Background: an optimization exercise with open tools, aiming at small area and a short achievable clock period. Do not read the settings as production practice. Function was not checked in any run shown here: the RTL went through the layout flow alone. The clock cells of runs 4 and 5 come from the design's own scripts or RTL, not from TritonCTS. No driver is modelled on the clock port, so clock power and skew are understated where the tree is cut down; a real chip needs a root buffer or a tree.

## flow/design.v (module list and top-level ports; edited modules follow where they fit)
// module alu: 70 lines
// module mul_cs: 699 lines
// module gen_mux2: 3 lines
// module gen_mux3: 3 lines
// module row_mux: 3 lines
// module booth_row2: 4 lines
// module booth_row4: 4 lines
// module booth_row6: 4 lines
// module booth_row8: 4 lines
// module booth_row10: 4 lines
// module booth_row12: 4 lines
// module booth_row14: 4 lines
// module booth_row16: 4 lines
// module booth_row18: 4 lines
// module booth_row20: 4 lines
// module booth_row22: 4 lines
// module booth_row24: 4 lines
// module booth_row26: 4 lines
// module booth_row28: 4 lines
// module booth_row30: 4 lines
// module booth_row32: 4 lines
// module add_out: 513 lines
// module pfx_nand: 3 lines
// module pfx_nor: 3 lines
// module pfx_xnor: 3 lines
// module pfx_xor: 3 lines
// module pfx_inv: 3 lines
// module nm_gp: 7 lines
// module res0_mux: 3 lines
// module res0_muxn: 3 lines
// module pfx_aoi: 3 lines
// module pfx_oai: 3 lines
// module csa_fa: 4 lines
// module csa_or: 3 lines
// module csa_xn: 3 lines
module alu #(parameter DATA_WIDTH = 32, OP = 3)
(
    input wire start,
    input wire clk,
    input wire reset_n,
    input wire [DATA_WIDTH - 1 : 0] A,
    input wire [DATA_WIDTH - 1 : 0] B,
    input wire [OP - 1 : 0] op,
    output wire [DATA_WIDTH - 1 : 0] result,
    output reg done
);
  // ...
==> flow/flow/run.sh <==
#!/bin/bash
# The standard layout flow (standard.sh: ORFS with the standard flow's config and standard synthesis),
# with these changes:
#  - after floorplan, prep.tcl sets combinational cells to drive strength 1 and changes the
#    full adders on the slowest paths to the faster fah_1 cell;
#  - the ports are buffered with buf_2 cells (ORFS would pick clkdlybuf4s50_1 delay cells);
#  - clock tree synthesis uses clkbuf_4 / clkbuf_8 and adds no dummy loads;
#  - repair_timing aims at a setup slack margin of 5.2 ns.
set -e
export BUFFER_PORTS_ARGS="-buffer_cell sky130_fd_sc_hd__buf_2"
export CTS_ARGS="-sink_clustering_enable -repair_clock_nets -dont_use_dummy_load -buf_list {sky130_fd_sc_hd__clkbuf_4 sky130_fd_sc_hd__clkbuf_8}"
bash standard.sh SETUP_SLACK_MARGIN=5.2 floorplan > standard_floorplan.log 2>&1
res=$(ls -d orfs/results/*/alu/base)
ODB_IN=$res/2_floorplan.odb SDC_IN=$res/2_floorplan.sdc \
  LIB_FILE=$FLOW_HOME/platforms/sky130hd/lib/sky130_fd_sc_hd__tt_025C_1v80.lib \
  FAH_WINDOW=0.3 FAH_ROUNDS=1 \
  openroad -no_splash -exit flow/prep.tcl > prep.log 2>&1
bash standard.sh SETUP_SLACK_MARGIN=5.2 finish > standard.log 2>&1
==> flow/flow/prep.tcl <==
# Runs on the floorplan database, before placement:
#  1. every combinational cell that synthesis gave a larger drive strength is set back to
#     its drive-1 version; the resizer, which sees the placement, sizes cells afterwards;
#  2. the full adders (fa_1) on the slowest register-to-register paths are changed to the
#     faster full-adder cell fah_1 (same function; its carry input pin is named CI).
# Registers and other sequential cells are left as they are.
read_db $::env(ODB_IN)
read_liberty $::env(LIB_FILE)
read_sdc $::env(SDC_IN)
set db [ord::get_db]
set block [ord::get_db_block]
set n 0
foreach inst [$block getInsts] {
  set m [$inst getMaster]
  set name [$m getName]
  if {[$m isSequential]} { continue }
  if {[regexp {^(sky130_fd_sc_hd__[a-z0-9]+)_([0-9]+)$} $name -> base size] && $size > 1} {
    if {[string match "*df*" $base] || [string match "*dl*" $base] || [string match "*clk*" $base]} { continue }
    set new [$db findMaster ${base}_1]
    if {$new ne "NULL"} { $inst swapMaster $new; incr n }
  }
}
puts "downsized $n instances"

proc fa_to_fah {inst} {
  set block [ord::get_db_block]
  set fahm [[ord::get_db] findMaster sky130_fd_sc_hd__fah_1]
  set name [$inst getName]
  set conns {}
  foreach it [$inst getITerms] {
    set net [$it getNet]
    if {$net ne "NULL"} { lappend conns [[$it getMTerm] getName] $net }
  }
  odb::dbInst_destroy $inst
  set new [odb::dbInst_create $block $fahm $name]
  foreach {mt net} $conns {
    if {$mt eq "CIN"} { set mt CI }
    [$new findITerm $mt] connect $net
  }
}
set window $::env(FAH_WINDOW)
set rounds $::env(FAH_ROUNDS)
set total 0
for {set r 0} {$r < $rounds} {incr r} {
  set fas {}
  foreach inst [$block getInsts] {
    if {[[$inst getMaster] getName] eq "sky130_fd_sc_hd__fa_1"} {
      set nm [$inst getName]
      set s [expr {min([get_property [get_pins $nm/SUM] slack_max], [get_property [get_pins $nm/COUT] slack_max])}]
      lappend fas [list $s $inst]
    }
  }
  if {[llength $fas] == 0} { break }
  set fas [lsort -real -index 0 $fas]
  set worst [lindex $fas 0 0]
  set k 0
  foreach e $fas {
    if {[lindex $e 0] < $worst + $window} { fa_to_fah [lindex $e 1]; incr k }
  }
  incr total $k
  puts "round $r: worst fa slack $worst, changed $k full adders"
}
puts "changed $total full adders to fah_1"
report_checks -from [all_registers -clock_pins] -to [all_registers -data_pins] -format end
report_design_area
write_db $::env(ODB_IN)
==> flow/standard.sh <==
#!/bin/bash
# synth_recipe.tcl (not shown) runs the flow's synth.tcl, then flattens the netlist and writes it again
# the make line also repeats each setting of config.mk as NAME=value (left out here)
make -C /OpenROAD-flow-scripts/flow DESIGN_CONFIG=/design/flow/config.mk WORK_HOME=/design/flow/orfs CLKGATE_MAP_FILE= SYNTH_SCRIPT=/design/flow/synth_recipe.tcl "${@:-finish}"
==> flow/config.mk <==
export PLATFORM = sky130hd
export DESIGN_NAME = alu
export DESIGN_NICKNAME = alu
export VERILOG_FILES = /design/flow/design.v
export SDC_FILE = /design/flow/constraint.sdc
export NUM_CORES = 4
export LEC_CHECK = 0
export CAP_MARGIN = 20
export CORE_MARGIN = 2
export CORE_UTILIZATION = 45
export CTS_BUF_LIST = sky130_fd_sc_hd__clkbuf_4 sky130_fd_sc_hd__clkbuf_8
export SETUP_SLACK_MARGIN = 5
export SLEW_MARGIN = 20
export SYNTH_HIERARCHICAL = 1
export SYNTH_MINIMUM_KEEP_SIZE = 0
==> flow/constraint.sdc <==
create_clock -name core_clock -period 9.5 [get_ports {clk}]
set_input_delay 1.9000 -clock core_clock [delete_from_list [all_inputs] [get_ports {clk}]]
set_output_delay 1.9000 -clock core_clock [all_outputs]
set_load 0.01 [all_outputs]
==> results.toml, run 1 <==
[route]
drt_first_pass_iters = 5
top_layer = "met4"
routed-wl-met2_um = 24900
routed_wl_um = 56400
route.detailed.drc = 0
drt_iter0_drc = 1381

[synth]
synth.most_common_cell = "xnor2_1"
synthSimpleGateAreaFrac_pct = 6.53
synth_warnings = 7
synth_seq_cells = 150
synth_edf_count = 0
syn_area_um2 = 18000
yosysTopAreaCell = "fa_1"
synthAdderAreaFrac_pct = 24.0
yosysSeqAreaShare_pct = 16.7
avgSynthCellArea_um2 = 10.5

[grt]
met3_usage_pct = 6.14
grt_pass1_wl_um = 85700
grt_max_degree = 65
globalRoute.busiestLayer = "met2"

[final_layout]
n_all_inverters = 29
finish.utilization_pct = 46.8
seq_share_pct = 16.7
clkbuf_count = 17
n_antenna_cell = 0
nonClkBufAreaFrac_pct = 3.84

[worst_hold_path]
holdPathStages = 0

[cts]
cts_tree = "done"
post_cts_buffers = 0

[timing]
period_share_pct = 44.0

[critical_path]
crit_end = "result[31]"
cp_common_cell = "a21oi_1"
crit_chain = "a21oi_1, o21ai_1, a21oi_1, o21ai_1, a21oi_1, xor2_1, nor2_1, buf_2"
crit_slowest_cell = "dfxtp_1"
r2r-end = "g_r[24]"
cp.depth = 8
criticalPathCategory = "register to primary output"

[job]
maxCapViolCount = 0

[floorplanning]
boundaryPins = 103

[status]
status = "timing/DRC/antenna clean"

[placed_design]
gp_congestion = 0.885
==> inputs of run 2 (changes only) <==
==> flow/flow/run.sh (replaced) <==
#!/bin/bash
# The standard layout flow (standard.sh: ORFS with the standard flow's config and standard synthesis),
# with these changes:
#  - after floorplan, prep.tcl sets combinational cells to drive strength 1 and changes the
#    full adders on the slowest paths to the faster fah_1 cell;
#  - the ports are buffered with buf_2 cells (ORFS would pick clkdlybuf4s50_1 delay cells);
#  - repair_timing aims at a setup slack margin of 5 ns.
set -e
export BUFFER_PORTS_ARGS="-buffer_cell sky130_fd_sc_hd__buf_2"
bash standard.sh SETUP_SLACK_MARGIN=5 floorplan > standard_floorplan.log 2>&1
res=$(ls -d orfs/results/*/alu/base)
ODB_IN=$res/2_floorplan.odb SDC_IN=$res/2_floorplan.sdc \
  LIB_FILE=$FLOW_HOME/platforms/sky130hd/lib/sky130_fd_sc_hd__tt_025C_1v80.lib \
  FAH_WINDOW=0.3 FAH_ROUNDS=1 \
  openroad -no_splash -exit flow/prep.tcl > prep.log 2>&1
bash standard.sh SETUP_SLACK_MARGIN=5 finish > standard.log 2>&1
==> run 2 against run 1 <==
Setup slack got worse by 0.25 ns. First-iteration DRC count increased by 8.3%. Register-to-register slack got worse by 0.28 ns. Sequential share of layout area decreased by 0.30 points. Sequential cell count unchanged. Clock skew decreased by 0.0048 ns. Design area increased by 0.33%. Cell count increased by 0.78%.
==> results.toml, run 2 <==
[status]
status = "timing/DRC/antenna clean"

[placed_design]
dpl.hpwl_um = 39400
numPortBuffers = 102
dp_cells = 2279
postPlaceCellArea_um2 = 18100
gp_congestion = 0.922

[floorplanning]
rows = 73
dieArea_um2 = 41600
die_h_um = 204
boundaryPins = 103
die_x_um = 204
core_area_um2 = 39600
start_util_pct = 45.4

[synth]
synth_ff_type = "dfxtp_1"
synth_mux_area_share_pct = 0.0556
synth_top_family_by_area = "compound AO/OA/AOI/OAI gates"
yosysSeqAreaShare_pct = 16.7
syn-num-nets = 2016
synth_warnings = 7
synth-xor-area-share_pct = 20.7
synthSimpleGateAreaFrac_pct = 6.53
synth_seq_cells = 150
synth_compound_area_share_pct = 26.6
synthAdderAreaFrac_pct = 24.0
yosys-top-cells-area = "fa_1, xnor2_1, dfxtp_1"
synth_edf_count = 0
synthCells = 1718
yosysTopAreaCell = "fa_1"
synth_cell_types = 40
synth.most_common_cell = "xnor2_1"
avgSynthCellArea_um2 = 10.5
synth_top_area_share_pct = 21.8
syn_area_um2 = 18000
synth_common_cells = "xnor2_1, fa_1, a22oi_2"
synthArstFlopShare_pct = 1.33

[worst_hold_path]
holdPathStages = 0
worstHoldStart = "done_reg"
hp-class = "register to register"
hold_end = "done"

[grt]
antenna_found_initial = 0
grt_pass1_vias = 14100
grt_use_total_pct = 27.4
grt_max_degree = 65
grt_pass1_wl_um = 85300
gr-total-overflow = 0

[cts]
cts_tree = "done"
holdBufCountCts = 0
cts_made_buffers = 17
cts_root_buf = "clkbuf_8"
post_cts_buffers = 0
clkSinkCount = 150
clk_pin_slew_worst_paths_ns = 0.09
cts_resized = 1
insertion_delay_ns = 0.54
cts_buffer_depth = 2
htree_levels = 4

[critical_path]
crit_path_max_fanout = 28
reg2reg_setup_slack_ns = 5.07
crit_path_end_kind = "register"
startpoint_type = "register"
regToRegStartpoint = "a_r[5]"
cp.required_ns = 9.91
cp.arrival_ns = 4.84
reg2regPathDepth = 9
criticalPathCategory = "register to register"
r2r-end = "g_r[20]"

[final_layout]
nNetsFinal = 2071
final_layout_size_suffix_gt1_share_pct = 10.6
n_antenna_cell = 0
fin_area_um2 = 18600
top_regs = "a_r x32, g_r x32, p_r x32"
layoutNonFillerInstCount = 2311
mostFrequentLayoutCells = "xnor2_1, a22oi_1, nand2_1"
final_common_cell = "xnor2_1"
syn_to_final_growth_pct = 3.45

[timing]
drv_slew = 0
slew-limit-headroom_pct = 27.6
worstMarginPinSlew_ns = 1.09
rsz0062_at_grt = "true"
period_share_pct = 46.6
hold_viol = 0
finClkSkew_ns = 0.0263
setup_viol = 0
fin_setup_tns_ns = 0
fmax_mhz = 226
fin_crit_ns = 4.43

[route]
routed_wl_um = 56000
drt_first_pass_iters = 6
postRouteAntennaNets = 0
avgViaCountPerCell = 5.93
vias = 13700
drt_iter0_drc = 1495
avgRoutedWirePerCell_um = 24.2
route.detailed.drc = 0

[job]
maxCapViolCount = 0
==> run 2: cell counts after synthesis <==
Identical to the previous run, type by type.
==> run 2: critical path: stages (launching register included) <==
cell and delay [ns]:
dfxtp_2 0.85, a22oi_1 0.23, xnor2_1 0.20, fa_1 0.50, fa_1 0.44, fa_1 0.44
fa_1 0.52, fa_1 0.48, xnor2_1 0.19, o41ai_1 0.42
==> run 2: final cells by class <==
type,instances,area [um^2]
clock buffers,17,234
clock inverters,15,208
fillers,3783,21000
inverters,29,109
multi-input cells,1447,13600
flip-flops and latches,150,3050
well taps,525,657
repair buffers,128,706
==> run 2: metrics by stage <==
step / utilization, % / hold WS [ns] / setup slack, ns
after floorplan: - / 0.331 / 5.02
after detailed placement: 45.7 / 0.337 / 5.09
after CTS: 46.9 / 0.357 / 5.01
after global routing: 47.0 / 0.372 / 4.99
after global placement: 45.7 / 0.336 / 5.21
final: 47.0 / 0.354 / 5.07
==> run 2: cell families (layout without fill, tap and decap cells) <==
logic type,after synthesis,in the layout
xor+xnor,425,425
flops,150,150
other cells,1,1
buf+inv,121,189
compound gates,516,516
simple gates,276,276
mux,1,1
fa+ha+maj,228,228
==> run 2: how the worst max path moves through the flow <==
stage,depth (start not counted),start,slack [ns],to
after floorplan,11,a_r[0],5.02,p_r[30]
after global placement,10,btwo_r[5],5.21,p_r[23]
after detailed placement,9,bone_r[6],5.09,g_r[24]
after CTS,8,g_r[0],5.01,result[24]
after global routing,8,g_r[0],4.99,result[31]
final,9,a_r[5],5.07,g_r[20]
==> run 2: routing by layer <==
metal / track usage, % / wire length (um)
met1: 38.2 / 24700
met2: 42.8 / 25300
met5: 0 / 0
met3: 5.80 / 4620
met4: 8.41 / 1380
==> run 2: per-module statistics from Yosys (local to each module, per instance), a selection <==
module	copies in the design	flip-flops and latches	cell area [um^2]	cells inside
pfx_inv	10	0	3.75	1
pfx_nand	54	0	3.75	1
booth_row12	1	0	262	27
booth_row22	1	0	510	51
add_out	1	0	425	66
pfx_nor	44	0	3.75	1
gen_mux3	21	0	16.3	1
row_mux	32	0	5.00	1
==> inputs of run 3 (changes only) <==
--- a/flow/flow/run.sh
+++ b/flow/flow/run.sh
@@ -6,6 +6,6 @@
 #  - the ports are buffered with buf_2 cells (ORFS would pick clkdlybuf4s50_1 delay cells);
-#  - repair_timing aims at a setup slack margin of 5 ns.
+#  - repair_timing aims at a setup slack margin of 5.35 ns.
 set -e
 export BUFFER_PORTS_ARGS="-buffer_cell sky130_fd_sc_hd__buf_2"
-bash standard.sh SETUP_SLACK_MARGIN=5 floorplan > standard_floorplan.log 2>&1
+bash standard.sh SETUP_SLACK_MARGIN=5.35 floorplan > standard_floorplan.log 2>&1
 res=$(ls -d orfs/results/*/alu/base)
@@ -15,2 +15,2 @@
   openroad -no_splash -exit flow/prep.tcl > prep.log 2>&1
-bash standard.sh SETUP_SLACK_MARGIN=5 finish > standard.log 2>&1
+bash standard.sh SETUP_SLACK_MARGIN=5.35 finish > standard.log 2>&1
==> run 3 against run 2 <==
Sequential share of layout area is 0.20 points lower. Via count is 2.4% higher. First-iteration DRC count grew 3.7%. Synthesized cell count is the same. Fmax rose by 8.8%. Critical path type unchanged. Register-to-register slack improved by 0.36 ns. Core utilization grew 2.4 points. Worst hold slack improved by 0.0082 ns. Critical path depth up 2. Still clean on timing, DRC and antenna.
==> results.toml, run 3 <==
[route]
drt_iter0_drc = 1551
route.detailed.drc = 0
drt_first_pass_iters = 5
avgRoutedWirePerCell_um = 25.5
postRouteAntennaNets = 0
vias = 14000
routed_wl_um = 59400
avgViaCountPerCell = 6.03

[grt]
grt_pass1_wl_um = 86500
gr-total-overflow = 0
grt_pass1_vias = 14100
antenna_found_initial = 0
grt_max_degree = 65
grt_use_total_pct = 27.9

[synth]
synth_edf_count = 0
synthCells = 1718
synthArstFlopShare_pct = 1.33
synth_warnings = 7
yosys-top-cells-area = "fa_1, xnor2_1, dfxtp_1"
synth_common_cells = "xnor2_1, fa_1, a22oi_2"
synth.most_common_cell = "xnor2_1"
synth_seq_cells = 150
synthSimpleGateAreaFrac_pct = 6.53
synthAdderAreaFrac_pct = 24.0
synth_compound_area_share_pct = 26.6
syn-num-nets = 2016
synth_top_area_share_pct = 21.8
synth_ff_type = "dfxtp_1"
yosysSeqAreaShare_pct = 16.7
synth_mux_area_share_pct = 0.0556
syn_area_um2 = 18000
synth_top_family_by_area = "compound AO/OA/AOI/OAI gates"
avgSynthCellArea_um2 = 10.5
synth_cell_types = 40
synth-xor-area-share_pct = 20.7
yosysTopAreaCell = "fa_1"

[timing]
fin_setup_tns_ns = 0
drv_slew = 0
slew-limit-headroom_pct = 28.7
setup_viol = 0
fin_crit_ns = 4.07
fmax_mhz = 245
rsz0062_at_grt = "true"
hold_viol = 0
finClkSkew_ns = 0.00989
worstMarginPinSlew_ns = 1.07
fin_hold_ws_ns = 0.362
period_share_pct = 42.9

[floorplanning]
dieArea_um2 = 41600
core_area_um2 = 39600
boundaryPins = 103
start_util_pct = 45.4
die_h_um = 204
rows = 73
die_x_um = 204

[final_layout]
fillers = 3735
top_regs = "a_r x32, g_r x32, p_r x32"
final_layout_size_suffix_gt1_share_pct = 18.8
nNetsFinal = 2085
final_common_cell = "xnor2_1"
syn_to_final_growth_pct = 8.65
mostFrequentLayoutCells = "xnor2_1, a22oi_1, nand2_1"
n_antenna_cell = 0

[placed_design]
dpl.hpwl_um = 39500
gp_congestion = 0.911
numPortBuffers = 102

[job]
maxCapViolCount = 0

[critical_path]
startpoint_type = "register"
slowest_delay_ns = 0.58
criticalPathCategory = "register to register"
cp_common_cell = "fa_1"
regToRegStartpoint = "btwo_r[4]"
cp.required_ns = 9.90
crit_chain = "buf_4, a22oi_1, xnor2_1, fa_1, fa_1, fa_1, fa_1, fa_1, or2_1, xnor2_1, o21ai_1"
crit_slowest_cell = "fa_1"
crit_path_end_kind = "register"
cp.arrival_ns = 4.47
crit_start = "btwo_r[4]"
crit_path_max_fanout = 23

[cts]
clk_pin_slew_worst_paths_ns = 0.10
htree_levels = 4
cts_made_buffers = 17
cts_tree = "done"
insertion_delay_ns = 0.53
cts_root_buf = "clkbuf_8"
clkSinkCount = 150
cts_buffer_depth = 2

[worst_hold_path]
hp-class = "register to register"
worstHoldStart = "done_reg"

[status]
status = "timing/DRC/antenna clean"
==> run 3: cell count changes in the layout (fill, tap and decap cells not counted), sizes merged, moves of 2 or more <==
cell / previous run / this run
inv: 37 / 39
bufinv: 3 / 1
clkbuf: 17 / 20
fa: 130 / 127
buf: 128 / 139
fah: 66 / 69
==> run 3: metrics by stage <==
step	setup slack, ns	instance area, um^2	utilization (%)	std cells
final	5.43	19500	49.3	2325
after global routing	5.29	19500	49.3	2325
after CTS	5.35	18800	47.5	2312
after detailed placement	5.03	18200	45.9	2275
after global placement	5.21	18200	45.9	2275
after floorplan	5.30	18100	-	1718
==> run 3: critical path, delay by kind of cell (launching register included) <==
family	cells	cell delay, ns
flops	1	0.32
buf+inv	1	0.33
fa+ha+maj	5	2.35
simple gates	1	0.29
xor+xnor	2	0.40
compound gates	2	0.24
==> run 3: per-module statistics from Yosys (local to each module, per instance), excerpt <==
module,cells inside,flops+latches,copies in the design,cell area [um^2]
booth_row28,65,0,1,654
booth_row32,74,0,1,591
booth_row24,55,0,1,439
booth_row12,27,0,1,262
booth_row10,23,0,1,243
booth_row6,13,0,1,104
booth_row4,9,0,1,76.3
booth_row2,4,0,1,33.8
csa_fa,1,0,196,20.0
csa_xn,1,0,89,8.76
res0_muxn,2,0,1,8.76
csa_or,1,0,29,6.26
pfx_oai,1,0,54,5.00
==> run 3: cell type report <==
| class | instances | area [um^2] | share of cell area [%] |
|---|---|---|---|
| inverter | 29 | 109 | 0.557 |
| sequential | 150 | 3160 | 16.2 |
| clock buffer | 17 | 234 | 1.20 |
| multi-input combinational | 1447 | 14100 | 72.3 |
| timing repair buffer | 142 | 1080 | 5.54 |
| tap | 525 | 657 | 3.36 |
| clock inverter | 15 | 174 | 0.890 |
==> run 3: cells by family (layout without fill, tap and decap cells) <==
group,Yosys count,in the layout
compound gates,516,516
xor+xnor,425,425
flops,150,150
fa+ha+maj,228,228
mux,1,1
buf+inv,121,203
simple gates,276,276
other cells,1,1
==> run 3: path summary, 6_finish.rpt <==
check                                end  slack [ns]  depth (start not counted)
worst min-delay path                done        0.36                          0
worst max-delay path             p_r[25]        5.43                         11
min in group asynchronous       done_reg        1.13                          1
worst max register to register   p_r[25]        5.43                         11
max in group asynchronous           done        8.28                          1
worst min register to register      done        0.36                          0
==> run 3: metal layers <==
layer / wire length (um) / global-route usage [%]
met1: 25300 / 38.7
met2: 26000 / 42.3
met3: 5720 / 6.41
met4: 2300 / 10.5
met5: 0 / 0
==> run 3: timing repair <==
action | 4_1_cts | 5_1_grt
pin swaps | 5 | 11
hold buffers | 0 | 0
setup endpoints to repair | 50 | 34
resized for setup | 69 | 124
gates cloned | 0 | 1
setup buffers | 5 | 12
endpoints found under the hold margin | 0 | 0
==> inputs of run 4 (changes only) <==
==> flow/flow/run.sh (replaced) <==
#!/bin/bash
# The standard layout flow (standard.sh: ORFS with the standard flow's config and standard synthesis),
# with these changes:
#  - after floorplan, prep.tcl sets combinational cells to drive strength 1 (and gives
#    registers with a large fanout a stronger drive), so that the resizer, which sees the
#    placement, chooses the sizes;
#    (prep.tcl also changes the full adders on the slowest paths to the faster fah_1 cell);
#  - the ports are buffered with buf_2 cells (ORFS would pick clkdlybuf4s50_1 delay cells);
#  - the clock tree is two levels of clkbuf_16 buffers: 4 driven by the clock port, 8 leaf
#    buffers each at the centre of a group of registers (clock_tree.tcl, run by ORFS's cts
#    step in place of TritonCTS);
#  - repair_timing aims at a setup slack margin of 5.1 ns.
set -e
export BUFFER_PORTS_ARGS="-buffer_cell sky130_fd_sc_hd__buf_2"
export PRE_CTS_TCL=$(pwd)/flow/clock_tree.tcl
export CLK_GROUPS=8
export CLK_ROOTS=4
bash standard.sh SETUP_SLACK_MARGIN=5.1 floorplan > standard_floorplan.log 2>&1
res=$(ls -d orfs/results/*/alu/base)
ODB_IN=$res/2_floorplan.odb SDC_IN=$res/2_floorplan.sdc FLOP_FANOUT=8 FAH_WINDOW=0.3 FAH_ROUNDS=1 \
  LIB_FILE=$FLOW_HOME/platforms/sky130hd/lib/sky130_fd_sc_hd__tt_025C_1v80.lib openroad -no_splash -exit flow/prep.tcl > prep.log 2>&1
bash standard.sh SETUP_SLACK_MARGIN=5.1 finish > standard.log 2>&1
==> flow/flow/clock_tree.tcl (new file) <==
# Clock tree built directly, in two levels: the clock port drives CLK_ROOTS clkbuf_16
# buffers, which drive CLK_GROUPS clkbuf_16 leaf buffers, each placed at the centre of one
# group of registers (the registers split by position) and driving that group's clock pins.
# Used in place of TritonCTS through the PRE_CTS_TCL hook of ORFS's cts step; the rest of the
# step (placement legalization, timing repair) runs as usual.
rename clock_tree_synthesis __orfs_clock_tree_synthesis
proc split_groups {items n} {
  set groups [list $items]
  set axis 0
  while {[llength $groups] < $n} {
    set new {}
    foreach g $groups {
      set g [lsort -integer -index $axis $g]
      set h [expr {[llength $g] / 2}]
      lappend new [lrange $g 0 [expr {$h - 1}]] [lrange $g $h end]
    }
    set groups $new
    set axis [expr {1 - $axis}]
  }
  return $groups
}
proc centre {g} {
  set sx 0; set sy 0
  foreach s $g { incr sx [lindex $s 0]; incr sy [lindex $s 1] }
  return [list [expr {$sx / [llength $g]}] [expr {$sy / [llength $g]}]]
}
proc clock_tree_synthesis {args} {
  set block [ord::get_db_block]
  set bufm [[ord::get_db] findMaster sky130_fd_sc_hd__clkbuf_16]
  set clknet [$block findNet clk]
  set sinks {}
  foreach it [$clknet getITerms] {
    set bb [[$it getInst] getBBox]
    lappend sinks [list [expr {([$bb xMin] + [$bb xMax]) / 2}] [expr {([$bb yMin] + [$bb yMax]) / 2}] $it]
  }
  # leaf buffers
  set leaves {}
  set i 0
  foreach g [split_groups $sinks $::env(CLK_GROUPS)] {
    lassign [centre $g] cx cy
    set buf [odb::dbInst_create $block $bufm "clkbuf_leaf_$i"]
    $buf setLocation $cx $cy
    $buf setPlacementStatus PLACED
    set net [odb::dbNet_create $block "clknet_leaf_$i"]
    $net setSigType CLOCK
    [$buf findITerm X] connect $net
    foreach s $g {
      set it [lindex $s 2]
      $it disconnect
      $it connect $net
    }
    lappend leaves [list $cx $cy [$buf findITerm A]]
    puts "clock leaf $i: [llength $g] registers at $cx $cy"
    incr i
  }
  # root buffers, driven by the clock port
  set i 0
  foreach g [split_groups $leaves $::env(CLK_ROOTS)] {
    lassign [centre $g] cx cy
    set buf [odb::dbInst_create $block $bufm "clkbuf_root_$i"]
    $buf setLocation $cx $cy
    $buf setPlacementStatus PLACED
    set net [odb::dbNet_create $block "clknet_root_$i"]
    $net setSigType CLOCK
    [$buf findITerm A] connect $clknet
    [$buf findITerm X] connect $net
    foreach s $g { [lindex $s 2] connect $net }
    puts "clock root $i: [llength $g] leaf buffers at $cx $cy"
    incr i
  }
  $clknet setSigType CLOCK
  global_connect
}
--- a/flow/flow/prep.tcl
+++ b/flow/flow/prep.tcl
@@ -3,8 +3,7 @@
 #     its drive-1 version; the resizer, which sees the placement, sizes cells afterwards;
-#  2. the full adders (fa_1) on the slowest register-to-register paths are changed to the
+#  2. registers whose output drives more than FLOP_FANOUT pins get the drive-4 version of
+#     their cell (same cell type, larger drive strength);
+#  3. the full adders (fa_1) on the slowest register-to-register paths are changed to the
 #     faster full-adder cell fah_1 (same function; its carry input pin is named CI).
-# Registers and other sequential cells are left as they are.
 read_db $::env(ODB_IN)
-read_liberty $::env(LIB_FILE)
-read_sdc $::env(SDC_IN)
 set db [ord::get_db]
@@ -12,2 +11,3 @@
 set n 0
+set f 0
 foreach inst [$block getInsts] {
@@ -15,3 +15,13 @@
   set name [$m getName]
-  if {[$m isSequential]} { continue }
+  if {[$m isSequential]} {
+    if {[regexp {^(sky130_fd_sc_hd__dfxtp)_([0-9]+)$} $name -> base size]} {
+      set q [$inst findITerm Q]
+      set net [$q getNet]
+      if {$net ne "NULL" && [llength [$net getITerms]] - 1 > $::env(FLOP_FANOUT)} {
+        $inst swapMaster [$db findMaster ${base}_4]
+        incr f
+      }
+    }
+    continue
+  }
   if {[regexp {^(sky130_fd_sc_hd__[a-z0-9]+)_([0-9]+)$} $name -> base size] && $size > 1} {
@@ -22,4 +32,5 @@
 }
-puts "downsized $n instances"
-
+puts "downsized $n instances, upsized $f registers"
+read_liberty $::env(LIB_FILE)
+read_sdc $::env(SDC_IN)
 proc fa_to_fah {inst} {
--- a/flow/config.mk
+++ b/flow/config.mk
@@ -10,3 +10,2 @@
 export CORE_UTILIZATION = 45
-export CTS_BUF_LIST = sky130_fd_sc_hd__clkbuf_4 sky130_fd_sc_hd__clkbuf_8
 export SETUP_SLACK_MARGIN = 5
==> run 4 against run 3 <==
Still clean on timing, DRC and antenna. Sequential cell count stayed put. Design area is 5.3% lower. Synthesized cell count stayed put. Clock skew is 0.027 ns higher. Area after synthesis stayed put. Die area stayed put. Core utilization is 2.6 points lower. Via count is 2.4% lower. Register-to-register slack worse by 0.21 ns.
==> results.toml, run 4 <==
[status]
status = "timing/DRC/antenna clean"

[critical_path]
crit_slowest_cell = "fa_1"
startpoint_type = "register"
critPathBufInv = 1
cp.depth = 10
slowest_delay_ns = 0.53
reg2reg_setup_slack_ns = 5.21
reg2regPathDepth = 10
criticalPathCategory = "register to register"
crit_path_max_fanout = 31
crit_chain = "buf_4, a22oi_1, xnor2_1, fa_1, fa_1, fa_1, fa_1, fa_1, xnor2_1, o41ai_1"
cp.arrival_ns = 4.44
cp_common_cell = "fa_1"
crit_path_end_kind = "register"
cp.required_ns = 9.65
path_delay_family = "adder cells"

[timing]
period_share_pct = 45.1
fmax_mhz = 233
fin_hold_ws_ns = 0.355
fin_crit_ns = 4.29
hold_viol = 0
rsz0062_at_grt = "false"
setup_viol = 0
finClkSkew_ns = 0.0368
worstMarginPinSlew_ns = 1.06
fin_setup_tns_ns = 0
slew-limit-headroom_pct = 29.5
drv_slew = 0

[route]
routed_wl_um = 56400
drt_iter0_drc = 1508
postRouteAntennaNets = 0
drt_first_pass_iters = 6
avgRoutedWirePerCell_um = 24.7
avgViaCountPerCell = 5.98
vias = 13700
route.detailed.drc = 0

[synth]
yosysSeqAreaShare_pct = 16.7
synth_cell_types = 40
synth.most_common_cell = "xnor2_1"
yosys-top-cells-area = "fa_1, xnor2_1, dfxtp_1"
synth_seq_cells = 150
avgSynthCellArea_um2 = 10.5
synthArstFlopShare_pct = 1.33
synth_warnings = 7
synth_common_cells = "xnor2_1, fa_1, a22oi_2"
synthCells = 1718
synth_ff_type = "dfxtp_1"
syn_area_um2 = 18000
synth_edf_count = 0
yosysTopAreaCell = "fa_1"
synth_top_area_share_pct = 21.8
syn-num-nets = 2016

[placed_design]
dpl.hpwl_um = 39800
gp_congestion = 0.923
numPortBuffers = 102

[final_layout]
final_common_cell = "xnor2_1"
mostFrequentLayoutCells = "xnor2_1, a22oi_1, nand2_1"
nNetsFinal = 2064
final_layout_size_suffix_gt1_share_pct = 10.1
syn_to_final_growth_pct = 2.89
top_regs = "a_r x32, g_r x32, p_r x32"
n_antenna_cell = 0

[grt]
grt_max_degree = 65
grt_use_total_pct = 26.8
gr-total-overflow = 0
grt_pass1_wl_um = 85700
grt_pass1_vias = 14100
antenna_found_initial = 0

[floorplanning]
core_area_um2 = 39600
dieArea_um2 = 41600
die_h_um = 204
boundaryPins = 103
die_x_um = 204
rows = 73
start_util_pct = 45.4

[cts]
holdBufCountCts = 0
insertion_delay_ns = 0.31
clk_pin_slew_worst_paths_ns = 0.08

[worst_hold_path]
hp-class = "register to register"
holdPathStages = 0

[job]
maxCapViolCount = 0
## run 4: cell count changes in the layout (fill, tap and decap cells not counted), sizes merged
cell      previous run  this run
buf                139       126
inv                 39        29
clkbuf              20        12
clkinv               3         0
fa                 127       130
fah                 69        66
bufinv               1         0
clkinvlp             1         0
## run 4: final timing paths
check                          start        to
min                         done_reg      done
min in group asynchronous    reset_n  done_reg
max reg2reg                bone_r[1]   g_r[21]
max in group asynchronous    reset_n      done
min reg2reg                 done_reg      done
max                        bone_r[1]   g_r[21]
## run 4: per-module statistics from Yosys (local to each module, per instance), a selection
| module | copies in the design | flip-flops and latches |
|---|---|---|
| csa_xn | 89 | 0 |
| pfx_inv | 10 | 0 |
| csa_fa | 196 | 0 |
| gen_mux2 | 11 | 0 |
| booth_row8 | 1 | 0 |
| pfx_oai | 54 | 0 |
| booth_row14 | 1 | 0 |
| booth_row16 | 1 | 0 |
| booth_row4 | 1 | 0 |
| booth_row12 | 1 | 0 |
| booth_row28 | 1 | 0 |
| add_out | 1 | 0 |
| booth_row20 | 1 | 0 |
## run 4: what timing repair did
| action | 4_1_cts | 5_1_grt |
|---|---|---|
| resized for setup | 0 | 9 |
| setup buffers | 0 | 0 |
| endpoints found under the setup margin | 0 | 21 |
## run 4: metrics by stage
stage,cells,cell area (um^2),util [%],worst slack (ns)
after floorplan,1718,18000,-,5.08
after global placement,2277,18200,45.9,5.24
after detailed placement,2277,18200,45.9,5.14
after CTS,2289,18500,46.6,5.14
after global routing,2289,18500,46.7,5.10
final,2289,18500,46.7,5.21
## run 4: area by class of cell
class                   instances  area (um^2)
repair buffers                126          694
multi-input cells            1447        13600
inverters                      29          109
fillers                      3804        21100
plain buffers                  12          300
flip-flops and latches        150         3120
well taps                     525          657
## run 4: routing by layer
| layer | up-vias | wire length, um | global-route usage [%] |
|---|---|---|---|
| met5 | - | 0 | 0 |
| met4 | 0 | 1220 | 6.00 |
| met3 | 116 | 5000 | 4.42 |
| met2 | 684 | 25100 | 42.3 |
| met1 | 6757 | 25100 | 38.7 |
| li1 | 6121 | - | - |
## run 4: logic make-up after synthesis
| family | after synthesis | synth area share [%] |
|---|---|---|
| buffers and inverters | 121 | 5.33 |
| AO/OA/AOI/OAI | 516 | 26.6 |
| flip-flops | 150 | 16.7 |
| AND/OR/NAND/NOR | 276 | 6.53 |
| other | 1 | 0.0208 |
| XOR/XNOR | 425 | 20.7 |
| multiplexers | 1 | 0.0556 |
| adder cells (fa/ha/maj) | 228 | 24.0 |
==> inputs of run 5 (changes only) <==
--- a/flow/flow/run.sh
+++ b/flow/flow/run.sh
@@ -6,3 +6,2 @@
 #    placement, chooses the sizes;
-#    (prep.tcl also changes the full adders on the slowest paths to the faster fah_1 cell);
 #  - the ports are buffered with buf_2 cells (ORFS would pick clkdlybuf4s50_1 delay cells);
@@ -18,5 +17,3 @@
 bash standard.sh SETUP_SLACK_MARGIN=5.1 floorplan > standard_floorplan.log 2>&1
-res=$(ls -d orfs/results/*/alu/base)
-ODB_IN=$res/2_floorplan.odb SDC_IN=$res/2_floorplan.sdc FLOP_FANOUT=8 FAH_WINDOW=0.3 FAH_ROUNDS=1 \
-  LIB_FILE=$FLOW_HOME/platforms/sky130hd/lib/sky130_fd_sc_hd__tt_025C_1v80.lib openroad -no_splash -exit flow/prep.tcl > prep.log 2>&1
+ODB_IN=$(ls -d orfs/results/*/alu/base)/2_floorplan.odb FLOP_FANOUT=8 openroad -no_splash -exit flow/prep.tcl > prep.log 2>&1
 bash standard.sh SETUP_SLACK_MARGIN=5.1 finish > standard.log 2>&1
==> flow/flow/prep.tcl (replaced) <==
# Runs on the floorplan database, before placement:
#  1. every combinational cell that synthesis gave a larger drive strength is set back to
#     its drive-1 version; the resizer, which sees the placement, sizes cells afterwards;
#  2. registers whose output drives more than FLOP_FANOUT pins get the drive-4 version of
#     their cell (same cell type, larger drive strength).
read_db $::env(ODB_IN)
set db [ord::get_db]
set block [ord::get_db_block]
set n 0
set f 0
foreach inst [$block getInsts] {
  set m [$inst getMaster]
  set name [$m getName]
  if {[$m isSequential]} {
    if {[regexp {^(sky130_fd_sc_hd__dfxtp)_([0-9]+)$} $name -> base size]} {
      set q [$inst findITerm Q]
      set net [$q getNet]
      if {$net ne "NULL" && [llength [$net getITerms]] - 1 > $::env(FLOP_FANOUT)} {
        $inst swapMaster [$db findMaster ${base}_4]
        incr f
      }
    }
    continue
  }
  if {[regexp {^(sky130_fd_sc_hd__[a-z0-9]+)_([0-9]+)$} $name -> base size] && $size > 1} {
    if {[string match "*df*" $base] || [string match "*dl*" $base] || [string match "*clk*" $base]} { continue }
    set new [$db findMaster ${base}_1]
    if {$new ne "NULL"} { $inst swapMaster $new; incr n }
  }
}
puts "downsized $n instances, upsized $f registers"
write_db $::env(ODB_IN)
==> run 5 against run 4 <==
Clock skew shrank 0.0076 ns. Sequential share of layout area grew 0.25 points. Register-to-register slack lost 0.03 ns. Wire length grew 7.3%.
==> results.toml, run 5 <==
[final_layout]
final_layout_size_suffix_gt1_share_pct = 13.0
fillers = 3832
regArea_um2 = 3140
top_regs = "a_r x32, g_r x32, p_r x32"
multi_input_area_um2 = 12700
nNetsFinal = 2101
mostFrequentLayoutCells = "xnor2_1, a22oi_1, fa_1"
layoutNonFillerInstCount = 2326
n_antenna_cell = 0
final_common_cell = "xnor2_1"
syn_to_final_growth_pct = 2.19

[placed_design]
dp_cells = 2285
dpl.hpwl_um = 39000
gp_congestion = 0.913
dp_slack_ns = 4.97
numPortBuffers = 102

[timing]
fin_crit_ns = 4.32
fmax_mhz = 231
slew-limit-headroom_pct = 32.7
worstMarginPinSlew_ns = 1.01
hold_viol = 0
fin_setup_tns_ns = 0
period_share_pct = 45.5
rsz0062_at_grt = "true"
finClkSkew_ns = 0.0292
setup_viol = 0
drv_slew = 0
fin_hold_ws_ns = 0.350
finalWorstSetupSlack_ns = 5.18

[grt]
antenna_found_initial = 0
grt_pass1_vias = 14500
grt_use_total_pct = 27.3
gr-total-overflow = 0
grt_pass1_wl_um = 87300
grt_max_degree = 65

[synth]
synth_common_cells = "xnor2_1, fa_1, a22oi_2"
synth_ff_type = "dfxtp_1"
synthArstFlopShare_pct = 1.33
yosysTopAreaCell = "fa_1"
synth_top_area_share_pct = 21.8
syn-num-nets = 2016
synth_seq_cells = 150
avgSynthCellArea_um2 = 10.5
synthCells = 1718
synth_cell_types = 40
synth_edf_count = 0
yosysSeqAreaShare_pct = 16.7
syn_area_um2 = 18000
synth_warnings = 7
synth.most_common_cell = "xnor2_1"
yosys-top-cells-area = "fa_1, xnor2_1, dfxtp_1"

[floorplanning]
core_area_um2 = 39600
start_util_pct = 45.4
dieArea_um2 = 41600
rows = 73
boundaryPins = 103
die_x_um = 204
die_h_um = 204

[critical_path]
regToRegStartpoint = "nneg_r[2]"
crit_chain = "clkbuf_8, xnor2_1, fa_1, fa_1, fa_1, fa_1, fa_1, fa_1, or2_1, xnor2_1, o21ai_1"
crit_slowest_cell = "fa_1"
crit_start = "nneg_r[2]"
criticalPathCategory = "register to register"
crit_end = "p_r[30]"
reg2regPathDepth = 11
cp_common_cell = "fa_1"
cp.required_ns = 9.66
slowest_delay_ns = 0.51
reg2reg_setup_slack_ns = 5.18
crit_path_end_kind = "register"
critPathBufInv = 1
cp.depth = 11
startpoint_type = "register"
path_delay_family = "adder cells"
crit_path_max_fanout = 30
cp.arrival_ns = 4.48
r2r-end = "p_r[30]"

[route]
avgViaCountPerCell = 6.12
vias = 14200
drt_iter0_drc = 1663
postRouteAntennaNets = 0
routed_wl_um = 60500
avgRoutedWirePerCell_um = 26.0
drt_first_pass_iters = 7
route.detailed.drc = 0

[job]
maxCapViolCount = 0

[cts]
insertion_delay_ns = 0.30
clk_pin_slew_worst_paths_ns = 0.10
holdBufCountCts = 0

[worst_hold_path]
hp-class = "register to register"

[status]
status = "timing/DRC/antenna clean"
run 5: changes by cell type in the layout (fill, tap and decap cells not counted), sizes merged:
cell and delta:
fa +66, fah -66, buf +28, clkbuf +9
run 5: cell type report:
class                           count  area share [%]
Buffer                             12            1.63
Inverter                           29           0.592
Timing Repair Buffer              163            7.80
Tap cell                          525            3.57
Multi-Input combinational cell   1447            69.3
Sequential cell                   150            17.1
run 5: worst min-delay path by stage:
stage | endpoint | slack, ns | depth (start not counted) | start
floorplan | done | 0.33 | 0 | done_reg
global placement | done | 0.33 | 0 | done_reg
detailed placement | done | 0.34 | 0 | done_reg
CTS | done | 0.34 | 0 | done_reg
global route | done | 0.36 | 0 | done_reg
finish | done | 0.35 | 0 | done_reg
run 5: layer usage:
layer | GRT usage, % | up-vias | part of all wire [%]
met3 | 5.60 | 200 | 12
li1 | - | 6135 | -
met4 | 9.06 | 0 | 4.7
met2 | 44.7 | 931 | 45
met5 | 0.119 | - | 0
met1 | 36.0 | 6973 | 39
run 5: what timing repair did:
action,4_1_cts,5_1_grt
cloned,0,7
gates resized for setup,23,58
endpoints found under the setup margin,7,10
pin swaps,0,7
endpoints found under the hold margin,0,0
setup buffers,3,19
run 5: worst register-to-register path: cells and delay by family, from the launching register on:
family          cells  cell delay (ns)
compound gates      1             0.10
buf+inv             1             0.36
fa+ha+maj           6             2.81
simple gates        1             0.26
xor+xnor            2             0.34
flops               1             0.34
run 5: cells by family (layout without fill, tap and decap cells):
group | after synthesis | after routing | share of synthesized area, %
AOI/OAI and AO/OA | 516 | 516 | 26.6
and+or+nand+nor | 276 | 276 | 6.53
muxes | 1 | 1 | 0.0556
xor gates and xnor gates | 425 | 425 | 20.7
DFF | 150 | 150 | 16.7
adders and majority gates | 228 | 228 | 24.0
buffers and inverters | 121 | 204 | 5.33
other | 1 | 1 | 0.0208
run 5: per-module statistics from Yosys (local to each module, per instance), a selection:
module       area, um^2  flops+latches
booth_row12         262              0
csa_xn             8.76              0
booth_row30         606              0
res0_muxn          8.76              0
nm_gp              28.8              0
booth_row8          148              0
gen_mux3           16.3              0
booth_row18         413              0
run 5: metrics by stage:
step	cell area, um^2	util [%]
after floorplan	18000	-
after global placement	17300	43.7
after detailed placement	17300	43.7
after CTS	17700	44.8
after global routing	18400	46.4
final	18400	46.4

## re-timing with driven ports
The results above use ideal ports. As a check the final layouts listed here were re-extracted and re-timed, cells and wires unchanged. Step 1 (the two cells are an assumption about what drives the block):
set clk [get_ports {clk}]
set_driving_cell -lib_cell sky130_fd_sc_hd__clkbuf_16 $clk
set_driving_cell -lib_cell sky130_fd_sc_hd__buf_2 [delete_from_list [all_inputs] $clk]
Step 2 moves the port delays by t, midway between the first and last clock arrival at a register: inputs arrive t later, outputs are due t later. That takes back most of the time a late clock gives input paths. Slacks: no drivers / after step 1 / after step 2; pairs: no drivers / after step 1.
run | shift t [ns] | setup slack, ns | worst data-port slew with drivers (ns) | cell pins on the clock port's net
run 1 | 0.571 | 5.319 / 5.267 / 5.353 | 0.09 | 1
run 2 | 0.579 | 5.069 / 5.069 / 5.069 | 0.13 | 1
run 3 | 0.579 | 5.426 / 5.387 / 5.426 | 0.04 | 1
run 4 | 0.413 | 5.212 / 5.202 / 5.212 | 0.07 | 4
run 5 | 0.404 | 5.179 / 5.179 / 5.179 | 0.05 | 4
After both steps every run listed still meets setup and hold.
